Context: an optimization exercise on an open-source flow, tuned for small area. The choices shown serve that exercise and are no tape-out recipe. Only simulation tests tie the RTL to the original design; equivalence was not proved. Power is estimated from default activity; no workload was simulated.

==> run a: inputs <==
==> flow/design.v <==
module Cpu(
	clk,
	rst,
	instr_addr,
	instr,
	data_addr,
	data_in,
	data_out,
	mem_read,
	mem_write
);
input wire clk;
input wire rst;
output wire [31:0] instr_addr;
input wire [31:0] instr;
output wire [31:0] data_addr;
output wire [31:0] data_out;
input wire [31:0] data_in;
output wire mem_write;
output wire mem_read;
wire [5:0] op    = instr[31:26];
wire [4:0] rs    = instr[25:21];
wire [4:0] rt    = instr[20:16];
wire [4:0] rd    = instr[15:11];
wire [5:0] funct = instr[5:0];
wire [15:0] imm  = instr[15:0];
wire is_slt  = (op == 6'h00) & (funct == 6'h2A);
wire is_lw   = (op == 6'h23);
wire is_sw   = (op == 6'h2B);
wire is_addi = (op == 6'h08);
wire is_beq  = (op == 6'h04);
wire is_j    = (op == 6'h02);
wire is_halt = (op == 6'h3F);
wire use_imm   = is_lw | is_sw | is_addi;
wire wr_rt     = is_lw | is_addi;
wire reg_write = ~(is_sw | is_beq | is_halt);
wire [4:0] wa  = wr_rt ? rt : rd;
wire sub       = is_slt | is_beq;
reg [31:2] pc;
assign instr_addr = {pc, 2'b00};
reg  [31:1] valid;
wire [31:1] we;
wire [31:1] sel_a;
wire [31:1] sel_b;
wire [31:0] wdata;
wire [32*32-1:0] rf;
assign rf[31:0] = 32'd0;
genvar i;
genvar j;
generate
	for (i = 1; i < 32; i = i + 1) begin : r
		reg  [31:0] q;
		wire [31:0] d;
		assign we[i]    = reg_write & (wa == i);
		assign sel_a[i] = valid[i] & (rs == i);
		assign sel_b[i] = valid[i] & (rt == i);
		assign rf[32*i +: 32] = q;
		for (j = 0; j < 32; j = j + 1) begin : b
			rf_hold hold(.we(we[i]), .wen(~we[i]), .wd(wdata[j]), .q(q[j]), .d(d[j]));
		end
		always @(posedge clk)
			q <= d;
	end
endgenerate
always @(posedge clk or posedge rst)
	if (rst)
		valid <= 31'd0;
	else
		valid <= valid | we;
wire [32*10-1:0] ga_n;
wire [32*10-1:0] gb_n;
generate
	for (i = 0; i < 10; i = i + 1) begin : g
		for (j = 0; j < 32; j = j + 1) begin : b
			rf_aoi3 ra(.s0(sel_a[3*i+1]), .s1(sel_a[3*i+2]), .s2(sel_a[3*i+3]),
			           .a(rf[32*(3*i+1)+j]), .b(rf[32*(3*i+2)+j]), .c(rf[32*(3*i+3)+j]),
			           .y(ga_n[32*i+j]));
			rf_aoi3 rb(.s0(sel_b[3*i+1]), .s1(sel_b[3*i+2]), .s2(sel_b[3*i+3]),
			           .a(rf[32*(3*i+1)+j]), .b(rf[32*(3*i+2)+j]), .c(rf[32*(3*i+3)+j]),
			           .y(gb_n[32*i+j]));
		end
	end
endgenerate
reg [31:0] rs_data;
reg [31:0] rt_data;
integer k;
always @(*) begin
	rs_data = {32{sel_a[31]}} & rf[32*31 +: 32];
	rt_data = {32{sel_b[31]}} & rf[32*31 +: 32];
	for (k = 0; k < 10; k = k + 1) begin
		rs_data = rs_data | ~ga_n[32*k +: 32];
		rt_data = rt_data | ~gb_n[32*k +: 32];
	end
end
wire [31:0] imm_ext = {{16{imm[15]}}, imm};
wire [31:0] b   = use_imm ? imm_ext : (rt_data ^ {32{sub}});
wire [31:0] sum = rs_data + b + {31'd0, sub};
wire eq = (rs_data == rt_data);
wire lt = (rs_data[31] ^ rt_data[31]) ? rs_data[31] : sum[31];
assign wdata = is_lw ? data_in : (is_slt ? {31'd0, lt} : sum);
assign data_addr = sum;
assign data_out  = rt_data;
assign mem_read  = is_lw;
assign mem_write = is_sw;
wire [31:2] pc4    = pc + 30'd1;
wire [31:2] target = pc4 + imm_ext[29:0];
always @(posedge clk or posedge rst)
	if (rst)
		pc <= 30'h00000BFF;
	else if (is_beq & eq)
		pc <= target;
	else if (is_j)
		pc <= {pc4[31:28], instr[25:0]};
	else if (!is_halt)
		pc <= pc4;
endmodule
module rf_hold(
	input we,
	input wen,
	input wd,
	input q,
	output d
);
	assign d = (we & wd) | (wen & q);
endmodule
module rf_aoi3(
	input s0,
	input s1,
	input s2,
	input a,
	input b,
	input c,
	output y
);
	assign y = ~((s0 & a) | (s1 & b) | (s2 & c));
endmodule
==> flow/run.sh <==
#!/bin/bash
# synth_recipe.tcl (not shown) runs the flow's synth.tcl, then flattens the netlist and writes it again
# the make line also repeats each setting of config.mk as NAME=value (left out here)
make -C /OpenROAD-flow-scripts/flow DESIGN_CONFIG=/design/flow/config.mk WORK_HOME=/design/flow/orfs CLKGATE_MAP_FILE= SYNTH_SCRIPT=/design/flow/synth_recipe.tcl finish
==> flow/config.mk <==
export PLATFORM = sky130hd
export DESIGN_NAME = Cpu
export DESIGN_NICKNAME = Cpu
export VERILOG_FILES = /design/flow/design.v
export SDC_FILE = /design/flow/constraint.sdc
export NUM_CORES = 4
export LEC_CHECK = 0
export CAP_MARGIN = 20
export CORE_MARGIN = 2
export CORE_UTILIZATION = 35
export SETUP_SLACK_MARGIN = 0.2
export SLEW_MARGIN = 20
export SYNTH_HIERARCHICAL = 1
==> flow/constraint.sdc <==
create_clock -name core_clock -period 12.0 [get_ports {clk}]
set_input_delay 2.4000 -clock core_clock [delete_from_list [all_inputs] [get_ports {clk}]]
set_output_delay 2.4000 -clock core_clock [all_outputs]
set_load 0.01 [all_outputs]
==> inputs of run b, as changes to run a <==
--- a/flow/design.v
+++ b/flow/design.v
@@ -35,7 +35,6 @@
 wire wr_rt     = is_lw | is_addi;
 wire reg_write = ~(is_sw | is_beq | is_halt);
 wire [4:0] wa  = wr_rt ? rt : rd;
-wire sub       = is_slt | is_beq;
 reg [31:2] pc;
 assign instr_addr = {pc, 2'b00};
 reg  [31:1] valid;
@@ -93,8 +92,9 @@
 	end
 end
 wire [31:0] imm_ext = {{16{imm[15]}}, imm};
-wire [31:0] b   = use_imm ? imm_ext : (rt_data ^ {32{sub}});
-wire [31:0] sum = rs_data + b + {31'd0, sub};
+wire [31:0] a   = is_beq ? {2'b00, pc} : rs_data;
+wire [31:0] b   = (use_imm | is_beq) ? imm_ext : (rt_data ^ {32{is_slt}});
+wire [31:0] sum = a + b + {31'd0, is_slt | is_beq};
 wire eq = (rs_data == rt_data);
 wire lt = (rs_data[31] ^ rt_data[31]) ? rs_data[31] : sum[31];
 assign wdata = is_lw ? data_in : (is_slt ? {31'd0, lt} : sum);
@@ -102,17 +102,29 @@
 assign data_out  = rt_data;
 assign mem_read  = is_lw;
 assign mem_write = is_sw;
-wire [31:2] pc4    = pc + 30'd1;
-wire [31:2] target = pc4 + imm_ext[29:0];
+wire [31:2] pc_inc;
+wire [32:2] pc_c;
+assign pc_c[2] = ~is_halt;
+wire taken = is_beq & eq;
+wire keep  = ~(taken | is_j);
+wire [31:2] pc_d;
+generate
+	for (i = 2; i < 32; i = i + 1) begin : pn
+		pc_inc_bit inc(.a(pc[i]), .ci(pc_c[i]), .s(pc_inc[i]), .co(pc_c[i+1]));
+		if (i < 28) begin : lo
+			pc_sel3 sel(.s0(taken), .a(sum[i-2]), .s1(is_j), .b(instr[i-2]),
+			            .s2(keep), .c(pc_inc[i]), .y(pc_d[i]));
+		end else begin : hi
+			pc_sel3 sel(.s0(taken), .a(sum[i-2]), .s1(1'b0), .b(1'b0),
+			            .s2(~taken), .c(pc_inc[i]), .y(pc_d[i]));
+		end
+	end
+endgenerate
 always @(posedge clk or posedge rst)
 	if (rst)
 		pc <= 30'h00000BFF;
-	else if (is_beq & eq)
-		pc <= target;
-	else if (is_j)
-		pc <= {pc4[31:28], instr[25:0]};
-	else if (!is_halt)
-		pc <= pc4;
+	else
+		pc <= pc_d;
 endmodule
 module rf_hold(
 	input we,
@@ -134,3 +146,23 @@
 );
 	assign y = ~((s0 & a) | (s1 & b) | (s2 & c));
 endmodule
+module pc_inc_bit(
+	input a,
+	input ci,
+	output s,
+	output co
+);
+	assign s  = a ^ ci;
+	assign co = a & ci;
+endmodule
+module pc_sel3(
+	input s0,
+	input a,
+	input s1,
+	input b,
+	input s2,
+	input c,
+	output y
+);
+	assign y = (s0 & a) | (s1 & b) | (s2 & c);
+endmodule
==> flow/flow/run.sh (new file) <==
#!/bin/bash
# Layout flow: the standard ORFS flow with smaller port buffers and a
# leaner clock tree (larger sink clusters, no dummy loads).
set -euo pipefail
export BUFFER_PORTS_ARGS="-buffer_cell sky130_fd_sc_hd__buf_1"
export CTS_ARGS="-sink_clustering_enable -repair_clock_nets -dont_use_dummy_load -sink_clustering_size 28 -sink_clustering_max_diameter 85"
bash standard.sh finish > standard_flow.log 2>&1
==> flow/standard.sh (new file) <==
#!/bin/bash
# synth_recipe.tcl (not shown) runs the flow's synth.tcl, then flattens the netlist and writes it again
# the make line also repeats each setting of config.mk as NAME=value (left out here)
make -C /OpenROAD-flow-scripts/flow DESIGN_CONFIG=/design/flow/config.mk WORK_HOME=/design/flow/orfs CLKGATE_MAP_FILE= SYNTH_SCRIPT=/design/flow/synth_recipe.tcl "${@:-finish}"
CAP_MARGIN = 10   (was 20)
CORE_UTILIZATION = 50   (was 35)
PLACE_DENSITY = 0.62   (was default)
SLEW_MARGIN = 10   (was 20)
removed: flow/run.sh
==> out/summary.txt <==
run status = complete, no violations
Yosys top cell area share = 43.9%
total power = 0.0125 W
initial antenna violation count = 9
RSZ-0062 raised after global routing = true
the above is filed under run a

==> out/summary.txt <==
run status = complete, no violations
CTS clk-pin slew, worst paths = 110 ps
Yosys top cell area share = 45.5%
total power = 0.00937 W
H-tree depth = 2
Vias per Instance = 8.21
RSZ-0062 raised after global routing = false
Fin Hold WS = 492 ps
worst path cell trace = buf_1, nor2b_1, and2_1, and3_2, a222oi_1, nand4_1, a2111o_1, xnor2_1, nor2_1, a21oi_1, fa_1, fa_1, nor2b_1, o21ai_1, a21o_1, a31o_2, o31a_1, o21a_1, o31ai_1, xor2_1, buf_1
initial antenna violation count = 16
the above is filed under run b

static timing again, ports no longer ideal:
The flow's constraints put no driver on any port. The routed layouts listed below were extracted and timed again, unchanged, in two steps. Step 1 (the two cells are an assumption about what drives the block):
set clk [get_ports {clk}]
set_driving_cell -lib_cell sky130_fd_sc_hd__clkbuf_16 $clk
set_driving_cell -lib_cell sky130_fd_sc_hd__buf_2 [delete_from_list [all_inputs] $clk]
Step 2 adds t to the input delays and takes it off the output delays; t is the mean of the earliest and latest rising clock arrival at the registers after step 1. Input paths then give back, and output paths get back, about the clock's delay inside the block. Slacks: ideal ports / drivers / drivers and shift; pairs: ideal ports / drivers.
run | t (ns) | setup slack, ns | worst setup path at the end
run a | 0.786 | 0.483 / 0.454 / 0.454 | input to output
run b | 0.715 | 0.655 / 0.622 / 0.622 | input to output
After both steps every run listed still meets setup and hold. For run b, which loses most, drivers alone change the setup slack by -0.033 ns; drivers and shift together by -0.033 ns.
